This is an optimization exercise on Yosys and OpenROAD, whose aim is small area, a short achievable clock period and few clock cycles per item, not a production implementation. Function was checked by simulation only, so behaviour that the tests miss may differ from the original.

==> flow/design.v (outline; a module is shown in full before it is edited, if it fits) <==
// module prince_enc: 1563 lines
module prince_enc (
    input  wire         clk,
    input  wire         rst,         
    input  wire         in_valid,
    output wire         in_ready,
    input  wire [63:0]  plaintext,
    input  wire [127:0] key,         
    output wire         out_valid,
    output wire [63:0]  ciphertext
);
  // ...
==> flow/run.sh <==
#!/bin/bash
# synth_recipe.tcl (not shown) runs the flow's synth.tcl, then flattens the netlist and writes it again
# the make line also repeats each setting of config.mk as NAME=value (left out here)
make -C /OpenROAD-flow-scripts/flow DESIGN_CONFIG=/design/flow/config.mk WORK_HOME=/design/flow/orfs CLKGATE_MAP_FILE= SYNTH_SCRIPT=/design/flow/synth_recipe.tcl finish
==> flow/config.mk <==
export PLATFORM = sky130hd
export DESIGN_NAME = prince_enc
export DESIGN_NICKNAME = prince_enc
export VERILOG_FILES = /design/flow/design.v
export SDC_FILE = /design/flow/constraint.sdc
export NUM_CORES = 4
export LEC_CHECK = 0
export CAP_MARGIN = 20
export CORE_MARGIN = 2
export CORE_UTILIZATION = 60
export PLACE_DENSITY = 0.72
export SLEW_MARGIN = 20
==> flow/constraint.sdc <==
create_clock -name core_clock -period 22.0 [get_ports {clk}]
set_input_delay 4.4000 -clock core_clock [delete_from_list [all_inputs] [get_ports {clk}]]
set_output_delay 4.4000 -clock core_clock [all_outputs]
set_load 0.01 [all_outputs]
==> results by group, run 1 <==
STA
  – Transition time at the pin with the least slew margin: 1160 ps
  – RSZ-0062 raised after global routing: no
  – Final setup violation count: 0
  – Share of the clock period used by the worst path after layout: 0.306
  – Hold Vio Cnt, Final: 0
  – Tightest slew margin relative to the limit: 0.219

Floorplan
  – Core area: 81700 sq um
  – Overall die area: 84600 sq um
  – Number of top-level pins: 261

Placed design
  – GP Congestion: 1.01
  – Placed standard-cell area: 53000 sq um

Critical path
  – Top fanout value on the critical path: 7
  – WP data required: 22440 ps
  – Worst setup path endpoint: st1[40]
  – Endpoint of the most critical register-to-register path: st1[40]
  – Cells on worst reg2reg path: 17
  – Crit Path Class: flip-flop to flip-flop

Detailed routing
  – Final routed wirelength across all metal layers: 169000 um
  – Antenna-violating nets left: 0
  – First-pass detailed-route iteration total: 7
  – Metal3 WL: 8610 um

Logic synthesis
  – Number of unique standard cell types used by synthesis: 106
  – Synthesized-area fraction occupied by adder cells: 0.00735
  – Synthesis warning total: 1
  – Netlist area before placement: 49400 sq um
  – Top cell type's share of synthesized area: 0.261

Clock tree
  – Cts hold-fix bufs: 0
  – Post-CTS sizing: 0
  – CTS root buffer: clkbuf_16

Global routing
  – Met2 track utilization from global routing: 0.651
  – Overflow after GRT: 0
  – GR Util All Layers: 0.386
  – Initial antenna violation count: 3

Finish
  – Combined area of the multi-input logic cells: 35700 sq um
  – Proportion of cell area spent on the clock network: 0.0441

Run status
  – Run status: complete, no violations
Testbench counts, summed over its fixed seeds: cycles 2,080, items 2,048.
==> run 2: changes to the inputs <==
==> flow/flow/run.sh (new file) <==
#!/bin/bash
# Standard ORFS layout with two changes: repair_timing aims for 16.6 ns of setup
# slack (so the flow sizes the critical paths instead of stopping at the 22 ns
# constraint), and ports are buffered with buf_1 (repair upsizes where needed).
set -euo pipefail
bash standard.sh SETUP_SLACK_MARGIN=16.6 "BUFFER_PORTS_ARGS=-buffer_cell sky130_fd_sc_hd__buf_1" finish > standard_finish.log 2>&1
==> flow/standard.sh (new file) <==
#!/bin/bash
# synth_recipe.tcl (not shown) runs the flow's synth.tcl, then flattens the netlist and writes it again
# the make line also repeats each setting of config.mk as NAME=value (left out here)
make -C /OpenROAD-flow-scripts/flow DESIGN_CONFIG=/design/flow/config.mk WORK_HOME=/design/flow/orfs CLKGATE_MAP_FILE= SYNTH_SCRIPT=/design/flow/synth_recipe.tcl "${@:-finish}"
removed: flow/run.sh
==> results by group, run 2 <==
Detailed routing
  – Detailed-route vias per instance: 5.90 (was 5.82)
  – First-pass detailed-route iteration total: 8 (was 7)
  – Vias after detailed routing: 39469 (was 38480)
  – Antenna-violating nets left: 0 (unchanged)
  – DRC violations left: 0 (unchanged)
  – Detailed Route Iter0 Violations: 3353 (was 3048)
  – Wire length per cell: 25.5 um (about the same)
  – Final routed wirelength across all metal layers: 171000 um (was 169000 um)

Critical path
  – Reg2Reg Setup Slack: 16600 ps (was 15280 ps)
  – Buf+Inv Stages, Crit Path: 1 (was 0)
  – Maximum single-stage delay on the critical path: 330 ps (was 860 ps)
  – Category of the worst setup path capture point: output port (was flip-flop)
  – Cell-by-cell listing of the critical path: buf_6 (was xor2_1, a21o_1, a22oi_1, xor2_1, xnor2_1, mux2i_1, mux2i_1, xor2_1, xor2_1, xnor2_1, o21ai_0, o21ai_0, xnor2_1, xnor2_1, or2_2, a21oi_1, a211oi_1)
  – Top fanout value on the critical path: 1 (was 7)
  – WP data required: 17600 ps (was 22440 ps)
  – Worst flop-to-flop path startpoint: k1_1[60] (was k1_0[7])
  – Endpoint of the most critical register-to-register path: st2[38] (was st1[40])
  – Crit Path Class: flip-flop to output port (was flip-flop to flip-flop)
  – Crit-path slowest cell: dfxtp_2 (was xnor2_1)
  – Crit. Startpoint: st3[63] (was k1_0[7])
  – Kind of cell adding the most delay to the critical path: flip-flops (was XOR/XNOR gates)
  – Cells on worst reg2reg path: 16 (was 17)
  – Arrival time worst endpoint: 1090 ps (was 7170 ps)
  – Critical Path Start Type: flip-flop (unchanged)

Finish
  – Leading cell type in the layout, fill and taps excluded: xnor2_1 (unchanged)
  – Net count, final: 5763 (was 5680)
  – Share of cells above drive strength 1: 0.216 (was 0.0671)
  – Synth-to-Final Area Change: 20.9% (was 12.4%)
  – Most frequent cells in the layout: xnor2_1 (971), dfxtp_1 (557), xor2_1 (512) (was xnor2_1 (1253), xor2_1 (672), dfxtp_1 (644))
  – Fillers: 5923 (was 6671)
  – Final cell utilization of the core: 0.730 (was 0.679)

STA
  – Final worst hold slack: 315 ps (was 322 ps)
  – RSZ-0062 raised after global routing: yes (was no)
  – Final setup violation count: 0 (unchanged)
  – Total count of max-transition violations in the final report: 0 (unchanged)
  – Hold Vio Cnt, Final: 0 (unchanged)
  – Transition time at the pin with the least slew margin: 922 ps (was 1160 ps)
  – Share of the clock period used by the worst path after layout: 0.249 (was 0.306)
  – Fmax: 0.182 GHz (was 0.149 GHz)
  – Clock Skews: 20.2 ps (was 38.0 ps)
  – Final setup slack of the worst path: 16510 ps (was 15280 ps)
  – Final critical delay including setup and external delays: 5490 ps (was 6720 ps)
  – Setup TNS after final layout: 0 ps (unchanged)
  – Tightest slew margin relative to the limit: 0.385 (was 0.219)

Worst hold path
  – Worst min-delay path category: flip-flop to flip-flop (unchanged)
  – Cell depth of the worst hold path: 0 (unchanged)
  – Source of the worst hold timing path: k0_0[36] (was k0_1[53])
  – End of the worst hold path: k0_1[36] (was k0_2[53])

Logic synthesis
  – List of most frequent post-synthesis cells: xnor2_1 (1253), xor2_1 (672), dfxtp_1 (644) (unchanged)
  – Share of flip-flops with an asynchronous set or reset: 0 (unchanged)
  – Number of flip-flops and latches in the synthesized netlist: 644 (unchanged)
  – Net count after synthesis: 5406 (unchanged)
  – Number of unique standard cell types used by synthesis: 106 (unchanged)
  – Top cell type's share of synthesized area: 0.261 (unchanged)
  – Biggest area contributors in the synthesized netlist: dfxtp_1 (26%), xnor2_1 (22%), xor2_1 (12%) (unchanged)
  – Cell type with the largest total area after synthesis: dfxtp_1 (unchanged)
  – Dominant cell by count in the synthesized netlist: xnor2_1 (unchanged)
  – Synthesis warning total: 1 (unchanged)
  – Number of enable-type register cells in the synthesized netlist: 0 (unchanged)
  – Syn_area_per_cell: 9.47 sq um (unchanged)
  – Dominant synthesized flop cell: dfxtp_1 (unchanged)
  – Portion of the post-synthesis area used by sequential elements: 0.261 (unchanged)
  – Cells after Synth: 5211 (unchanged)
  – Netlist area before placement: 49400 sq um (unchanged)

Job
  – # Max-Cap Violations: 0 (unchanged)

Clock tree
  – CTS root buffer: clkbuf_16 (unchanged)
  – CTS tree: yes (unchanged)
  – Number of buffers on the longest clock path: 3 (unchanged)
  – Worst-Skew Late Latency: 650 ps (was 630 ps)
  – Cts hold-fix bufs: 0 (unchanged)
  – CTS H-tree lvls: 3 (unchanged)
  – Clock sinks: 644 (unchanged)
  – Total clock buffers created by CTS: 68 (was 70)
  – Clock slew at reported path FFs: 60 ps (was 70 ps)

Placed design
  – GP Congestion: 1.07 (was 1.01)
  – Placed wire-length estimate after detailed placement: 137000 um (was 141000 um)
  – Worst slack after detailed placement: 15700 ps (was 15340 ps)
  – Port Buf Inserts: 259 (unchanged)

Global routing
  – Wire length of the first global-routing pass: 239000 um (was 237000 um)
  – Maximum number of pins on one net before global-route repair: 17 (was 18)
  – Initial antenna violation count: 6 (was 3)
  – Overflow after GRT: 0 (unchanged)
  – GR Util All Layers: 0.386 (about the same)
  – Via count of the first global-routing pass: 36714 (was 35902)

Floorplan
  – Die X-Extent: 291 um (unchanged)
  – Overall die area: 84600 sq um (unchanged)
  – Initial standard-cell utilization of the core: 0.604 (unchanged)
  – Height of the chip: 291 um (unchanged)
  – Core area: 81700 sq um (unchanged)
  – Standard-cell row count: 105 (unchanged)
  – Number of top-level pins: 261 (unchanged)

Run status
  – Run status: complete, no violations (unchanged)
==> run 2: cell counts after synthesis <==
No cell type changed its count.
==> run 2: routing by layer <==
metal  track usage  share of wire  vias up
met2         0.633           0.46     1662
li1              -              -    18400
met4         0.341           0.11        0
met3        0.0551          0.065      669
met1         0.442           0.36    18738
met5             0              0        -
==> run 2: layout make-up <==
| cell class | instances | area, sq um | area share |
|---|---|---|---|
| antenna | 3 | 7.51 | 0.000126 |
| clock buffer | 83 | 1850 | 0.0310 |
| clock inverter | 40 | 557 | 0.00933 |
| inverter | 125 | 469 | 0.00786 |
| multi-input combinational | 4380 | 40500 | 0.678 |
| sequential | 644 | 13000 | 0.218 |
| tap | 1070 | 1340 | 0.0224 |
| timing repair buffer | 349 | 1970 | 0.0330 |
==> run 2: worst reg2reg max path, cell delays in order (launching register included) <==
cell and delay [ps]:
dfxtp_1 610, xnor2_1 140, xnor2_1 400, a21oi_1 130, a21oi_1 370, xnor2_1 260
xnor2_1 550, xor2_1 120, o22ai_1 240, xor2_1 330, xor2_1 300, xor2_1 480
nor2_1 150, a22oi_1 310, xor2_2 300, xor2_2 330, xnor2_1 260
==> run 2: stage by stage <==
| stage | cell area [sq um] | instances |
|---|---|---|
| finish | 59700 | 6694 |
| floorplan | 50900 | 5211 |
| CTS | 56400 | 6615 |
| global route | 59700 | 6691 |
| global placement | 52900 | 6478 |
| detailed placement | 52900 | 6478 |
==> run 2: cells by family after synthesis <==
family                   synth area share
multiplexers                       0.0222
XOR/XNOR                            0.455
AND/OR/NAND/NOR                    0.0779
other                           0.0000760
buffers and inverters              0.0157
flip-flops                          0.261
adder cells (fa/ha/maj)           0.00735
AO/OA/AOI/OAI                       0.160
==> run 2: worst max path at each step <==
stage | end | slack [ps] | cells after the start
4_1_cts | ciphertext[63] | 16490 | 1
5_1_grt | st3[39] | 16460 | 19
6_report | ciphertext[63] | 16510 | 1
2_1_floorplan | st0[0] | 16280 | 7
3_5_place_dp | st0[36] | 15700 | 8
3_3_place_gp | st0[36] | 15740 | 8
==> run 2: what timing repair did <==
action | 4_1_cts | 5_1_grt
gates resized for setup | 231 | 448
endpoints found under the setup margin | 254 | 287
endpoints found under the hold margin | 0 | 0
buffers inserted | 14 | 75
pin swaps | 6 | 62
gates cloned | 0 | 1
==> run 3: changes to the inputs <==
==> flow/flow/run.sh (replaced) <==
#!/bin/bash
# Own layout flow: the standard flow, with three changes.
#  1. After the standard synthesis, the combinational logic is re-mapped for
#     area by ABC (flow/resynth.ys.in); registers keep their names and cells.
#  2. repair_timing aims for MARGIN ns of setup slack, so the flow sizes the
#     critical paths instead of stopping at the 22 ns constraint.
#  3. Ports are buffered with buf_1 (repair upsizes where needed).
set -euo pipefail
MARGIN=16.45
VARS=(SETUP_SLACK_MARGIN=$MARGIN "BUFFER_PORTS_ARGS=-buffer_cell sky130_fd_sc_hd__buf_1")
bash standard.sh "${VARS[@]}" synth > standard_synth.log 2>&1
R=orfs/results/${FLOW_PLATFORM:-sky130hd}/prince_enc/base
LIB=$FLOW_HOME/platforms/sky130hd/lib/sky130_fd_sc_hd__tt_025C_1v80.lib
YOSYS=$(command -v yosys || echo "$FLOW_HOME/../tools/install/yosys/bin/yosys")
cp $R/1_2_yosys.v standard_1_2_yosys.v
printf 'set_driving_cell sky130_fd_sc_hd__buf_1\nset_load 5\n' > resynth.constr
sed -e "s#@LIB@#$LIB#g" -e "s#@IN@#standard_1_2_yosys.v#" -e "s#@TOP@#${FLOW_TOP:-prince_enc}#" \
    -e "s#@CONSTR@#resynth.constr#" -e "s#@D@#5000#" -e "s#@OUT@#resynth.v#" flow/resynth.ys.in > resynth.ys
"$YOSYS" -l resynth.log -q resynth.ys > /dev/null 2>&1
cp resynth.v $R/1_2_yosys.v
rm -f $R/1_synth.odb $R/1_synth.sdc
bash standard.sh "${VARS[@]}" finish > standard_finish.log 2>&1
==> flow/flow/resynth.ys.in (new file) <==
# Re-map the combinational logic of the standard synthesis netlist for area
# with ABC; flip-flops and tie cells are kept as they are (same instances,
# same names and cell types).
read_liberty -overwrite -ignore_miss_func @LIB@
read_verilog @IN@
hierarchy -top @TOP@
setattr -mod -set keep_hierarchy 1 sky130_fd_sc_hd__df* sky130_fd_sc_hd__conb_1
flatten
opt_clean -purge
abc -liberty @LIB@ -dont_use sky130_fd_sc_hd__probe_p_8 -dont_use sky130_fd_sc_hd__probec_p_8 -dont_use *lpflow* -constr @CONSTR@ -D @D@ -script "+strash; &get -n; &st; &syn2; &dch -f; &nf -R 1000; &put; topo; stime -c"
opt_clean -purge
blackbox sky130_fd_sc_hd__df* sky130_fd_sc_hd__conb_1
stat -liberty @LIB@
write_verilog -noattr -nohex -nodec @OUT@
--- a/flow/config.mk
+++ b/flow/config.mk
@@ -8,5 +8,7 @@
 export CAP_MARGIN = 20
 export CORE_MARGIN = 2
 export CORE_UTILIZATION = 60
+export CTS_CLUSTER_DIAMETER = 60
+export CTS_CLUSTER_SIZE = 30
 export PLACE_DENSITY = 0.72
 export SLEW_MARGIN = 20
==> results by group, run 3 <==
Critical path
  – Critical Path Start Type: flip-flop (unchanged)
  – Reg2Reg Setup Slack: 15730 ps (was 16600 ps)
  – Kind of cell adding the most delay to the critical path: XOR/XNOR gates (was flip-flops)
  – CP dominant cell by count: xnor2_2
  – Category of the worst setup path capture point: flip-flop (was output port)
  – Maximum single-stage delay on the critical path: 830 ps (was 330 ps)
  – Cell-by-cell listing of the critical path: o21ai_0, mux2i_1, xor2_2, xnor2_2, xnor2_2, nor2b_1, nor3_1, nor2_1, xnor2_2, xor2_1, xnor2_1, nor2_1, nor3_1, a21oi_1, xnor2_2, xor2_2, clkinv_1, o21ai_0, mux2i_2, xnor2_1 (was buf_6)
  – Crit Path Class: flip-flop to flip-flop (was flip-flop to output port)
  – Top fanout value on the critical path: 7 (was 1)
  – WP data required: 22480 ps (was 17600 ps)
  – Buf+Inv Stages, Crit Path: 1 (unchanged)
  – Crit-path slowest cell: mux2i_2 (was dfxtp_2)
  – Arrival time worst endpoint: 6750 ps (was 1090 ps)

Global routing
  – Maximum number of pins on one net before global-route repair: 31 (was 17)
  – Via count of the first global-routing pass: 33985 (was 36714)
  – GR Util All Layers: 0.388 (was 0.386)
  – Wire length of the first global-routing pass: 212000 um (was 239000 um)
  – Initial antenna violation count: 6 (unchanged)
  – Overflow after GRT: 0 (unchanged)

Floorplan
  – Height of the chip: 273 um (was 291 um)
  – Initial standard-cell utilization of the core: 0.606 (was 0.604)
  – Core area: 71600 sq um (was 81700 sq um)
  – Number of top-level pins: 261 (unchanged)
  – Standard-cell row count: 98 (was 105)
  – Die X-Extent: 273 um (was 291 um)
  – Overall die area: 74500 sq um (was 84600 sq um)

Clock tree
  – CTS root buffer: clkbuf_16 (unchanged)
  – Clock slew at reported path FFs: 110 ps (was 60 ps)
  – Number of buffers on the longest clock path: 3 (unchanged)
  – Worst-Skew Late Latency: 680 ps (was 650 ps)
  – Total clock buffers created by CTS: 47 (was 68)
  – CTS H-tree lvls: 2 (was 3)
  – Clock sinks: 644 (unchanged)
  – CTS tree: yes (unchanged)
  – Cts hold-fix bufs: 0 (unchanged)

Logic synthesis
  – Net count after synthesis: 5316 (was 5406)
  – Syn_area_per_cell: 8.48 sq um (was 9.47 sq um)
  – Cells after Synth: 5121 (was 5211)
  – Netlist area before placement: 43400 sq um (was 49400 sq um)
  – Synthesis warning total: 1 (unchanged)

STA
  – Tightest slew margin relative to the limit: 0.296 (was 0.385)
  – Setup TNS after final layout: 0 ps (unchanged)
  – Transition time at the pin with the least slew margin: 1030 ps (was 922 ps)
  – Fmax: 0.159 GHz (was 0.182 GHz)
  – Clock Skews: 46.3 ps (was 20.2 ps)
  – Total count of max-transition violations in the final report: 0 (unchanged)
  – Share of the clock period used by the worst path after layout: 0.285 (was 0.249)
  – Final critical delay including setup and external delays: 6270 ps (was 5490 ps)
  – Final setup violation count: 0 (unchanged)
  – RSZ-0062 raised after global routing: yes (unchanged)
  – Hold Vio Cnt, Final: 0 (unchanged)

Detailed routing
  – First-pass detailed-route iteration total: 8 (unchanged)
  – DRC violations left: 0 (unchanged)
  – Detailed Route Iter0 Violations: 3923 (was 3353)
  – Antenna-violating nets left: 0 (unchanged)
  – Final routed wirelength across all metal layers: 161000 um (was 171000 um)
  – Detailed-route vias per instance: 5.91 (was 5.90)
  – Wire length per cell: 24.7 um (was 25.5 um)
  – Vias after detailed routing: 38550 (was 39469)

Finish
  – Share of cells above drive strength 1: 0.167 (was 0.216)
  – Final cell utilization of the core: 0.747 (was 0.730)
  – Fillers: 5225 (was 5923)
  – Net count, final: 5728 (was 5763)
  – Synth-to-Final Area Change: 23.2% (was 20.9%)
  – Most frequent cells in the layout: xnor2_1 (954), xor2_1 (592), dfxtp_1 (589) (was xnor2_1 (971), dfxtp_1 (557), xor2_1 (512))
  – Post-route cell area: 53500 sq um (was 59700 sq um)
  – Leading cell type in the layout, fill and taps excluded: xnor2_1 (unchanged)

Worst hold path
  – Worst min-delay path category: flip-flop to flip-flop (unchanged)

Placed design
  – GP Congestion: 1.02 (was 1.07)
  – Placed wire-length estimate after detailed placement: 124000 um (was 137000 um)
  – Placed standard-cell area: 46700 sq um (was 52900 sq um)
  – Port Buf Inserts: 259 (unchanged)

Run status
  – Run status: complete, no violations (unchanged)

Job
  – # Max-Cap Violations: 0 (unchanged)
[run 3: changes by cell type in the layout (fill, tap and decap cells not counted), sizes merged, moves of 102 or more]
cell    change
clkinv    +161
inv       -117
nand2     +134
nor2      +176
xnor3     -127
xor2      +102
[run 3: layer usage]
metal	global-route usage	vias up	routed length (um)
li1	-	17738	-
met1	0.461	18255	58400
met2	0.641	1862	72200
met3	0.0551	695	15200
met4	0.283	0	15300
met5	0	-	0
[run 3: final timing paths]
check | startpoint | end | depth (start not counted)
max | st2[57] | st3[25] | 20
min | k0_1[62] | k0_2[62] | 0
max reg2reg | st2[57] | st3[25] | 20
min reg2reg | k0_1[62] | k0_2[62] | 0
[run 3: timing repair]
| item | CTS | global route |
|---|---|---|
| resized for setup | 177 | 506 |
| endpoints found under the setup margin | 155 | 221 |
| buffers inserted | 2 | 94 |
| endpoints found under the hold margin | 0 | 0 |
| cloned | 0 | 0 |
| pin swaps | 3 | 55 |
[run 3: layout make-up]
class / instances / area (sq um) / share of cell area
inverter: 162 / 621 / 0.0116
clock buffer: 49 / 1190 / 0.0223
timing repair buffer: 363 / 1920 / 0.0360
clock inverter: 35 / 673 / 0.0126
multi-input combinational: 4315 / 34900 / 0.653
tap: 950 / 1190 / 0.0222
sequential: 644 / 13000 / 0.242
antenna: 2 / 5.00 / 0.0000935
[run 3: per-stage QoR]
| step | worst slack [ps] | cells | hold WS (ps) |
|---|---|---|---|
| 2_1_floorplan | 16300 | 5121 | 310 |
| 3_3_place_gp | 15700 | 6338 | 310 |
| 3_5_place_dp | 15670 | 6338 | 312 |
| 4_1_cts | 16330 | 6424 | 314 |
| 5_1_grt | 15520 | 6518 | 304 |
| 6_report | 15730 | 6520 | 303 |
[run 3: worst register-to-register path, delay by kind of cell (launching register included)]
family	cells	cell delay, ps
multiplexers	2	1190
flip-flops	1	460
AO/OA/AOI/OAI	3	360
XOR/XNOR	9	2890
buffers and inverters	1	150
AND/OR/NAND/NOR	5	1040

-- static timing again, ports no longer ideal --
How much do the figures lean on ideal ports? The routed layouts below were timed once more, with nothing changed but the port constraints. Step 1, drivers: a clkbuf_16 drives clk and a buf_2 each remaining input, both assumed. Step 2 times the ports against the registers' clock, not the clock port: input delays grow and output delays shrink by t, the midpoint of the rising clock arrivals with the driver on. a / b / c = ideal / step 1 / step 2; a / b = the first two.
run	t, ns	setup slack, ns	worst setup path at the end	latest minus earliest clock arrival (ns)	worst data-port slew with drivers (ns)
run 1	0.684	15.277 / 15.277 / 15.239	input to register	0.038 / 0.038	0.09
run 2	0.710	16.512 / 16.440 / 15.943	input to register	0.020 / 0.020	0.07
run 3	0.724	15.728 / 15.728 / 15.728	register to register	0.047 / 0.047	0.06
After both steps every run listed still meets setup and hold. The setup slack of run 2, which loses most, moves by -0.072 ns with the drivers and by -0.569 ns with both steps.
